Background: an optimization exercise with open tools, aiming at small area and a short achievable clock period. Do not read the settings as production practice. Where RTL was checked, it was by simulation tests only, not by an equivalence proof against the original. Power and IR drop assume default switching activity.

==> inputs of 05-09 <==
## DSP
module DSP(A,B,C,D,CLK,CARRYIN,OPMODE,BCIN,RSTA,RSTB,RSTM,RSTP,RSTC,RSTD,RSTCARRYIN,RSTOPMODE,
          CEA,CEB,CEM,CEP,CEC,CED,CECARRYIN,CEOPMODE,PCIN,BCOUT,PCOUT,P,M,CARRYOUT,CARRYOUTF);
export LEC_CHECK = 0
export CAP_MARGIN = 20
export CORE_MARGIN = 2
export CORE_UTILIZATION = 55
export SETUP_SLACK_MARGIN = 3.7
export SLEW_MARGIN = 20
export SYNTH_HIERARCHICAL = 1
export SYNTH_MINIMUM_KEEP_SIZE = 0
create_clock -name core_clock -period 8.0 [get_ports {CLK}]
standard.sh (not shown) runs the stock make flow with config.mk's settings and CLKGATE_MAP_FILE= SYNTH_SCRIPT=/design/flow/synth_recipe.tcl, a recipe that flattens the netlist after the stock synthesis.
==> flow/flow/run.sh <==
#!/bin/bash
# Standard layout with two changes: the port buffers are plain buf_1 cells
# instead of the default delay buffers, and ABC maps for a lighter load, so
# that it picks the smaller cell sizes and leaves sizing to the resizer.
export BUFFER_PORTS_ARGS="-buffer_cell sky130_fd_sc_hd__buf_1"
bash standard.sh ABC_LOAD_IN_FF=1 finish > standard.log 2>&1
==> 04-06: changes against 05-09 <==
==> flow/flow/run.sh (replaced) <==
#!/bin/bash
# Standard layout, but the port buffers are plain buf_1 cells instead of
# the default delay buffers.
export BUFFER_PORTS_ARGS="-buffer_cell sky130_fd_sc_hd__buf_1"
bash standard.sh > standard.log 2>&1
==> notes <==
- Against 05-09, the clock skew of 04-06 is higher by 0.0079 ns.
- Between 05-09 and 04-06, the lower cell count is in 04-06 (gap 0.78%, measured against 04-06).
- Against 04-06, the combinational power of 05-09 is higher by about 2%.
- Between 04-06 and 05-09, the lower design area is in 05-09 (gap 1.6%, measured against 05-09).
- Between 04-06 and 05-09, the lower critical path depth is in 05-09 (gap 1).
- Clock power is about the same in 04-06 and 05-09.
- Of 04-06 and 05-09, 04-06 has the higher synthesized area (gap 4.0%, measured against 05-09).
- In 05-09 the first-iteration DRC count is larger than in 04-06, by 57%.
- Total power: 04-06 is lower than 05-09 (0.93%).
==> figures <==
| quantity | 05-09 | 04-06 |
|---|---|---|
| Met2 layer usage reported by global route | 0.545 | 0.613 |
| Switching share of power | 0.429 | 0.426 |
| Flip-flop and latch share of the layout cell area | 0.226 | 0.222 |
| Power per Cell Area | 232 nW/um^2 | 226 nW/um^2 |
| Fraction of area in multi-input gates | 0.622 | 0.637 |
| Psw | 2.56 mW | 2.51 mW |
| Well-Tap Cells | 532 | 539 |
| Initial DRT Pass Iterations | 7 | 5 |
| Power in the clock group | 1.38 mW | 1.41 mW |
| Post-synthesis cell type count | 45 | 44 |
| End of the worst hold path | B_r[1]$_SDFFE_PP0P_ | OP_r[5]$_SDFFE_PP0P_ |
| Non-filler cells, final | 3,372 | 3,346 |
| Xor/xnor cell area share of the yosys netlist | 0.102 | 0.0981 |
| Initial standard-cell utilization of the core | 0.554 | 0.558 |
| Number of buffers other than clock buffers in the final layout | 424 | 395 |
| Outcome | finished clean | finished clean |
| Delay of the slowest cell on the worst path | 0.54 ns | 0.47 ns |
| DR iter-0 viols | 2,304 | 1,465 |
| Setup skew after layout | 0.0180 ns | 0.0260 ns |

==> 05-02: inputs <==
Another version of the RTL of DSP (not shown whole).
export LEC_CHECK = 0
export CAP_MARGIN = 20
export CORE_MARGIN = 2
export CORE_UTILIZATION = 55
export PLACE_DENSITY = 0.72
export SETUP_SLACK_MARGIN = 3.9
export SLEW_MARGIN = 20
export SYNTH_HIERARCHICAL = 1
export SYNTH_MINIMUM_KEEP_SIZE = 0
create_clock -name core_clock -period 8.0 [get_ports {CLK}]
==> flow/flow/run.sh <==
#!/bin/bash
# Standard layout with two changes: the port buffers are plain buf_1 cells
# instead of the default delay buffers, and ABC maps for a lighter load, so
# that it picks the smaller cell sizes and leaves sizing to the resizer.
export BUFFER_PORTS_ARGS="-buffer_cell sky130_fd_sc_hd__buf_1"
bash standard.sh ABC_LOAD_IN_FF=1 finish > standard.log 2>&1
==> 08-09 (differences from 05-02) <==
--- a/flow/design.v
+++ b/flow/design.v
@@ -2017,24 +2017,23 @@
     assign ma_s_21 = ma_p_22 ^ ma_g5_21;
     assign ma_s_22 = ma_p_23 ^ ma_g5_22;
     assign ma_s_23 = ma_p_24 ^ ma_g5_23;
     assign ma_s_24 = ma_p_25 ^ ma_g5_24;
     assign ma_s_25 = ma_p_26 ^ ma_g5_25;
     assign ma_s_26 = ma_p_27 ^ ma_g5_26;
     assign ma_s_27 = ma_p_28 ^ ma_g5_27;
     wire [35:0] msum = {ma_s_27, ma_s_26, ma_s_25, ma_s_24, ma_s_23, ma_s_22, ma_s_21, ma_s_20, ma_s_19, ma_s_18, ma_s_17, ma_s_16, ma_s_15, ma_s_14, ma_s_13, ma_s_12, ma_s_11, ma_s_10, ma_s_9, ma_s_8, ma_s_7, ma_s_6, ma_s_5, ma_s_4, ma_s_3, ma_s_2, ma_s_1, ma_s_0, MS_r[7], MS_r[6], MS_r[5], MS_r[4], MS_r[3], MS_r[2], MS_r[1], MS_r[0]};
-    wire [35:0] mraw = ~msum;
-    assign mprod = mraw & {36{~M_z}};
+    assign mprod = ~msum;
     assign M = mprod;
     reg [47:0] X, Z;
     always @(*) begin
         case (OP_r[1:0])
         2'd0: X = 48'd0;
-        2'd1: X = M_z ? 48'd0 : {{12{mraw[35]}}, mraw};
+        2'd1: X = {{12{mprod[35]}}, mprod};
         2'd2: X = P_r;
         default: X = {D_r[11:0], (A_r & {18{~A_z}}), B_r};
         endcase
         case (OP_r[3:2])
         2'd0: Z = 48'd0;
         2'd1: Z = PCIN;
         2'd2: Z = P_r;
         default: Z = (C_r & {48{~C_z}});
@@ -2856,18 +2855,18 @@
     always @(posedge CLK) begin
         if (RSTD) D_r <= 18'd0; else if (CED) D_r <= D;
         if (RSTC) C_z <= 1'b1; else if (CEC) C_z <= 1'b0;
         if (CEC) C_r <= C;
         if (RSTOPMODE) OP_r <= 8'd0; else if (CEOPMODE) OP_r <= OPMODE;
         if (RSTA) A_z <= 1'b1; else if (CEA) A_z <= 1'b0;
         if (CEA) A_r <= A;
         if (RSTB) B_r <= 18'd0; else if (CEB) B_r <= B_n;
-        if (RSTM | (CEM & A_z)) M_z <= 1'b1; else if (CEM) M_z <= 1'b0;
-        if (CEM) begin MS_r <= row0; MC_r <= row1; end
+        if (RSTM | (CEM & A_z)) begin MS_r <= {35{1'b1}}; MC_r <= {27{1'b1}}; end
+        else if (CEM) begin MS_r <= row0; MC_r <= row1; end
         if (RSTCARRYIN) begin CYI_r <= 1'b0; CYO_r <= 1'b0; end
         else if (CECARRYIN) begin CYI_r <= OP_r[5]; CYO_r <= cout; end
         if (RSTP) P_r <= 48'd0; else if (CEP) P_r <= psum;
     end
     assign P = P_r;
     assign PCOUT = P_r;
     assign BCOUT = B_r;
     assign CARRYOUT = CYO_r;
- PLACE_DENSITY: 0.72 -> unset
- SETUP_SLACK_MARGIN: 3.9 -> 3.8
==> 08-28 (differences from 05-02) <==
--- a/flow/design.v
+++ b/flow/design.v
@@ -2017,24 +2017,23 @@
     assign ma_s_21 = ma_p_22 ^ ma_g5_21;
     assign ma_s_22 = ma_p_23 ^ ma_g5_22;
     assign ma_s_23 = ma_p_24 ^ ma_g5_23;
     assign ma_s_24 = ma_p_25 ^ ma_g5_24;
     assign ma_s_25 = ma_p_26 ^ ma_g5_25;
     assign ma_s_26 = ma_p_27 ^ ma_g5_26;
     assign ma_s_27 = ma_p_28 ^ ma_g5_27;
     wire [35:0] msum = {ma_s_27, ma_s_26, ma_s_25, ma_s_24, ma_s_23, ma_s_22, ma_s_21, ma_s_20, ma_s_19, ma_s_18, ma_s_17, ma_s_16, ma_s_15, ma_s_14, ma_s_13, ma_s_12, ma_s_11, ma_s_10, ma_s_9, ma_s_8, ma_s_7, ma_s_6, ma_s_5, ma_s_4, ma_s_3, ma_s_2, ma_s_1, ma_s_0, MS_r[7], MS_r[6], MS_r[5], MS_r[4], MS_r[3], MS_r[2], MS_r[1], MS_r[0]};
-    wire [35:0] mraw = ~msum;
-    assign mprod = mraw & {36{~M_z}};
+    assign mprod = ~msum;
     assign M = mprod;
     reg [47:0] X, Z;
     always @(*) begin
         case (OP_r[1:0])
         2'd0: X = 48'd0;
-        2'd1: X = M_z ? 48'd0 : {{12{mraw[35]}}, mraw};
+        2'd1: X = {{12{mprod[35]}}, mprod};
         2'd2: X = P_r;
         default: X = {D_r[11:0], (A_r & {18{~A_z}}), B_r};
         endcase
         case (OP_r[3:2])
         2'd0: Z = 48'd0;
         2'd1: Z = PCIN;
         2'd2: Z = P_r;
         default: Z = (C_r & {48{~C_z}});
@@ -2856,18 +2855,18 @@
     always @(posedge CLK) begin
         if (RSTD) D_r <= 18'd0; else if (CED) D_r <= D;
         if (RSTC) C_z <= 1'b1; else if (CEC) C_z <= 1'b0;
         if (CEC) C_r <= C;
         if (RSTOPMODE) OP_r <= 8'd0; else if (CEOPMODE) OP_r <= OPMODE;
         if (RSTA) A_z <= 1'b1; else if (CEA) A_z <= 1'b0;
         if (CEA) A_r <= A;
         if (RSTB) B_r <= 18'd0; else if (CEB) B_r <= B_n;
-        if (RSTM | (CEM & A_z)) M_z <= 1'b1; else if (CEM) M_z <= 1'b0;
-        if (CEM) begin MS_r <= row0; MC_r <= row1; end
+        if (RSTM | (CEM & A_z)) begin MS_r <= {35{1'b1}}; MC_r <= {27{1'b1}}; end
+        else if (CEM) begin MS_r <= row0; MC_r <= row1; end
         if (RSTCARRYIN) begin CYI_r <= 1'b0; CYO_r <= 1'b0; end
         else if (CECARRYIN) begin CYI_r <= OP_r[5]; CYO_r <= cout; end
         if (RSTP) P_r <= 48'd0; else if (CEP) P_r <= psum;
     end
     assign P = P_r;
     assign PCOUT = P_r;
     assign BCOUT = B_r;
     assign CARRYOUT = CYO_r;
- CORE_UTILIZATION: 55 -> 60
- PLACE_DENSITY: 0.72 -> 0.68
- SETUP_SLACK_MARGIN: 3.9 -> 4.0
==> flow_summary_export.csv <==
group,metric,value,unit
cells_and_area,nNonClkInverters,81,
worst_setup_path,rr_endpoint,"MC_r[10]",
cells_and_area,areaGrowthSynthToFinish,14.8,%
synth,synth.avg_cell_area,8.10,µm²
run_status,outcome,"timing/DRC/antenna clean",
synth,yosysUniqueCellTypes,52,
place,post_dp_cell_area,24600,µm²
synth,synth-compound-area-share,13.8,%
the above is filed under 08-28

==> flow_summary_export.csv <==
group,metric,value,unit
place,post_dp_cell_area,24600,µm²
clocking,cts-root-buf,"clkbuf_16",
drt,wl_met3,7760,µm
cells_and_area,areaGrowthSynthToFinish,12.7,%
worst_setup_path,rrSetupSlack,3.99,ns
pwr,p_clk,1.36,mW
sta,skew,0.0366,ns
cells_and_area,nNonClkInverters,81,
worst_setup_path,rr_endpoint,"P_r[26]",
synth,synth_cells,2905,
global_route,antenna_found_initial,3,
synth,synth-compound-area-share,13.8,%
global_route,grtUsageMet2,58.8,%
synth,yosysUniqueCellTypes,52,
run_status,outcome,"timing/DRC/antenna clean",
the above is filed under 08-09

==> flow_summary_export.csv <==
group,metric,value,unit
synth,synth_top_area_share,16.9,%
synth,yosysUniqueCellTypes,46,
drt,drtIter0Drc,1941,
cells_and_area,areaGrowthSynthToFinish,15.6,%
cells_and_area,nNonClkInverters,31,
worst_setup_path,r2r_start,"B_r[17]",
worst_setup_path,critical_path.top_delay_family,"compound AO/OA/AOI/OAI gates",
run_status,outcome,"timing/DRC/antenna clean",
place,post_dp_cell_area,24300,µm²
place,place_inst,3402,
synth,synth.avg_cell_area,8.58,µm²
synth,synth-compound-area-share,12.4,%
pwr,power_density,239,nW/µm²
clocking,clk_latency,0.60,ns
cells_and_area,mostFrequentLayoutCells,"nand2_1 (514), buf_1 (313), xor2_1 (294)",
clocking,cts_buffers,30,
worst_setup_path,rr_endpoint,"MC_r[11]",
the above is filed under 05-02

For 05-02, only the layout was checked, not whether the RTL still works.

afterwards: timing with drivers on the ports:
No port has a modelled driver above. Below, the same layouts with a new extraction and two added sets of constraints.
Step 1 sets driving cells, clkbuf_16 on the clock port and buf_2 on the other inputs (assumed; they add their load-dependent delay and slew).
Step 2, shift: input delay + t, output delay - t, t = (earliest + latest rising clock arrival at the registers) / 2. This alone moves slack from input paths to output paths.
Slacks: no drivers / after step 1 / after step 2; pairs: no drivers / after step 1.
run	shift t [ns]	setup WS [ns]	slew at the worst register clock pin (ns)	worst slew at a driven data input, ns
05-09	0.651	3.728 / 3.664 / 3.394	0.06 / 0.06	0.10
04-06	0.647	3.755 / 3.716 / 3.622	0.07 / 0.07	0.07
05-02	0.640	3.782 / 3.725 / 3.561	0.07 / 0.07	0.06
08-09	0.633	3.818 / 3.762 / 3.409	0.06 / 0.06	0.09
08-28	0.633	3.988 / 3.932 / 3.570	0.07 / 0.07	0.08
After both steps every run listed still meets setup and hold. The setup slack of 08-28, which loses most, moves by -0.056 ns with the drivers and by -0.418 ns with both steps.
